This design comes from an exercise in tuning for a short achievable clock period and few clock cycles on the open sky130 flow, not from production work. Only simulation tests tie the RTL to the original design; equivalence was not proved.

==> job 6219 <==
Design single_cycle, start of the top module:
module single_cycle(
input clk, reset,
output [31:0] pc,
input [31:0] instr,
output memwrite,
output [31:0] aluout, writedata,
input [31:0] readdata
);
clock: 125.0 ns
lec_check: 0
cap_margin: 30
core_margin: 2
core_utilization: 30
place_density: 0.38
slew_margin: 30
synth_hierarchical: 1
synth_minimum_keep_size: 0
standard.sh (not shown) runs the stock make flow with config.mk's settings and CLKGATE_MAP_FILE= SYNTH_SCRIPT=/design/flow/synth_recipe.tcl, a recipe that flattens the netlist after the stock synthesis.
==> flow/flow/run.sh <==
#!/bin/bash
# Standard ORFS layout. Timing repair aims at 26.2 ns paths (slack margin
# 98.8 ns against the 125 ns clock) so the I/O and register paths get sized;
# sizing may change a cell's footprint (detailed placement follows each
# repair), and the port buffers start as buf_8.
set -euo pipefail
bash standard.sh SETUP_SLACK_MARGIN=98.8 MATCH_CELL_FOOTPRINT=0 \
  "BUFFER_PORTS_ARGS=-buffer_cell sky130_fd_sc_hd__buf_8" finish > standard_make.log 2>&1
==> job 2829: changes against job 6219 <==
--- a/flow/design.v
+++ b/flow/design.v
@@ -280,13 +280,13 @@
 output [31:0] aluout, writedata,
 input [31:0] readdata
 );
   localparam DSTEP = 4;               
   localparam DCYC  = (32 + DSTEP - 1) / DSTEP;    
   localparam QW    = DCYC * DSTEP;                
-  localparam BI    = 4;               
+  localparam BI    = 5;               
   localparam BN    = 1 << BI;
   localparam TB    = 12;              
   reg  [31:0] pc_q;
   reg  [31:0] ir_q, irpc_q;
   reg         irv_q;
   reg  [31:0] aluout_q, wdata_q;
@@ -494,29 +494,26 @@
       bt_tgt[eidx] <= brtgt[TB-1:2];
     end
   wire [13:0] php = pc4F[31:18] + 14'd1;
   wire [13:0] phm = pc4F[31:18] - 14'd1;
   wire        use_base = redirect | stallE;
   wire [31:0] base = redirect ? npcE : stallE ? pc_q : pred;
-  wire [31:0] pc_next, pc_next_o;
+  wire [31:0] pc_next;
   fetchsel fsel(.instr(instr), .pc4(pc4F), .php(php), .phm(phm), .base(base),
                 .use_base(use_base), .pc_next(pc_next));
-  fetchsel fselo(.instr(instr), .pc4(pc4F), .php(php), .phm(phm), .base(base),
-                 .use_base(use_base), .pc_next(pc_next_o));
   always @(posedge clk or posedge reset)
     if (reset) begin
       pc_q  <= 32'd0;
       irv_q <= 1'b0;
     end else begin
       pc_q  <= pc_next;
       if (redirect) irv_q <= 1'b0;
       else if (!stallE) irv_q <= 1'b1;
     end
-  always @(posedge clk or posedge reset)
-    if (reset) pc_o <= 32'd0;
-    else pc_o <= pc_next_o;
+  always @(posedge clk)
+    pc_o <= reset ? 32'd0 : pc_next;
   always @(posedge clk)
     if (!stallE) begin
       ir_q   <= instr;
       irpc_q <= pc_q;
     end
   always @(posedge clk or posedge reset)
@@ -527,15 +524,17 @@
     end else begin
       memwrite_q <= doE & o_sw;
       ldm_v      <= doE & o_lw;
       ldw_v      <= ldm_v && ldm_rd != 5'd0 && !(weA && waA == ldm_rd);
     end
   always @(posedge clk) begin
-    aluout_q <= res;
-    wdata_q  <= b;
-    if (doE) ldm_rd <= rt;
+    if (doE) begin
+      aluout_q <= res;
+      wdata_q  <= b;
+      ldm_rd   <= rt;
+    end
     ldw_rd <= ldm_rd;
     ldr_q  <= readdata;
   end
   always @(posedge clk or posedge reset)
     if (reset) begin
       dv_busy <= 1'b0;
@@ -553,13 +552,13 @@
         dv_pend <= 1'b0;
     end
   always @(posedge clk) begin
     if (div_start) begin
       dv_rd  <= rd;
       dv_rem <= (dn >= 6'd32) ? 32'd0 : a >> dn;
-      dv_q   <= {{QW{1'b0}}, a} << (QW - dn);
+      dv_q   <= {{(QW-32){1'b0}}, a} << (QW - dn);
       dv_d   <= b;
     end else if (dv_busy) begin
       dv_rem <= dv_rem_n;
       dv_q   <= dv_q_n;
     end
     if (dv_last) begin
Settings changed: CAP_MARGIN 30 to 20, MIN_ROUTING_LAYER set to met2, SLEW_MARGIN 30 to 20.
==> summary of the runs <==
Job 2829 did not get past global routing on GRT-0116. Job 6219 produced a clean layout. Synthesized cell count: job 2829 is larger than job 6219 (about 10%). Between job 2829 and job 6219, the lower synthesized area is in job 6219 (gap 8.9%, measured against job 6219).
Testbench counts of job 6219, summed over its fixed seeds: cycles 16,382.
Testbench counts of job 2829, summed over its fixed seeds: cycles 16,382.

==> afterwards: timing with drivers on the ports <==
In the flow no input, the clock included, has a driving cell. The finished layout below was timed again as built, in two steps. Step 1: set_driving_cell puts a clkbuf_16 on clk and a buf_2 on each other input, an assumption about the parent block. Step 2 also shifts input and output timing later by t, the mid clock arrival at the registers, as if the neighbouring blocks saw the same clock. Slacks: ideal ports / drivers / drivers and shift; pairs: ideal ports / drivers.
run: job 6219
shift t [ns]: 1.129
slack for setup (ns): 98.491 / 98.351 / 97.635
hold WS [ns]: 0.454 / 0.454 / 0.454
worst setup path after step 2: input to register
slew at the worst register clock pin (ns): 0.08 / 0.08
After both steps setup and hold are still met in job 6219. For job 6219, drivers alone change the setup slack by -0.140 ns; drivers and shift together by -0.856 ns.
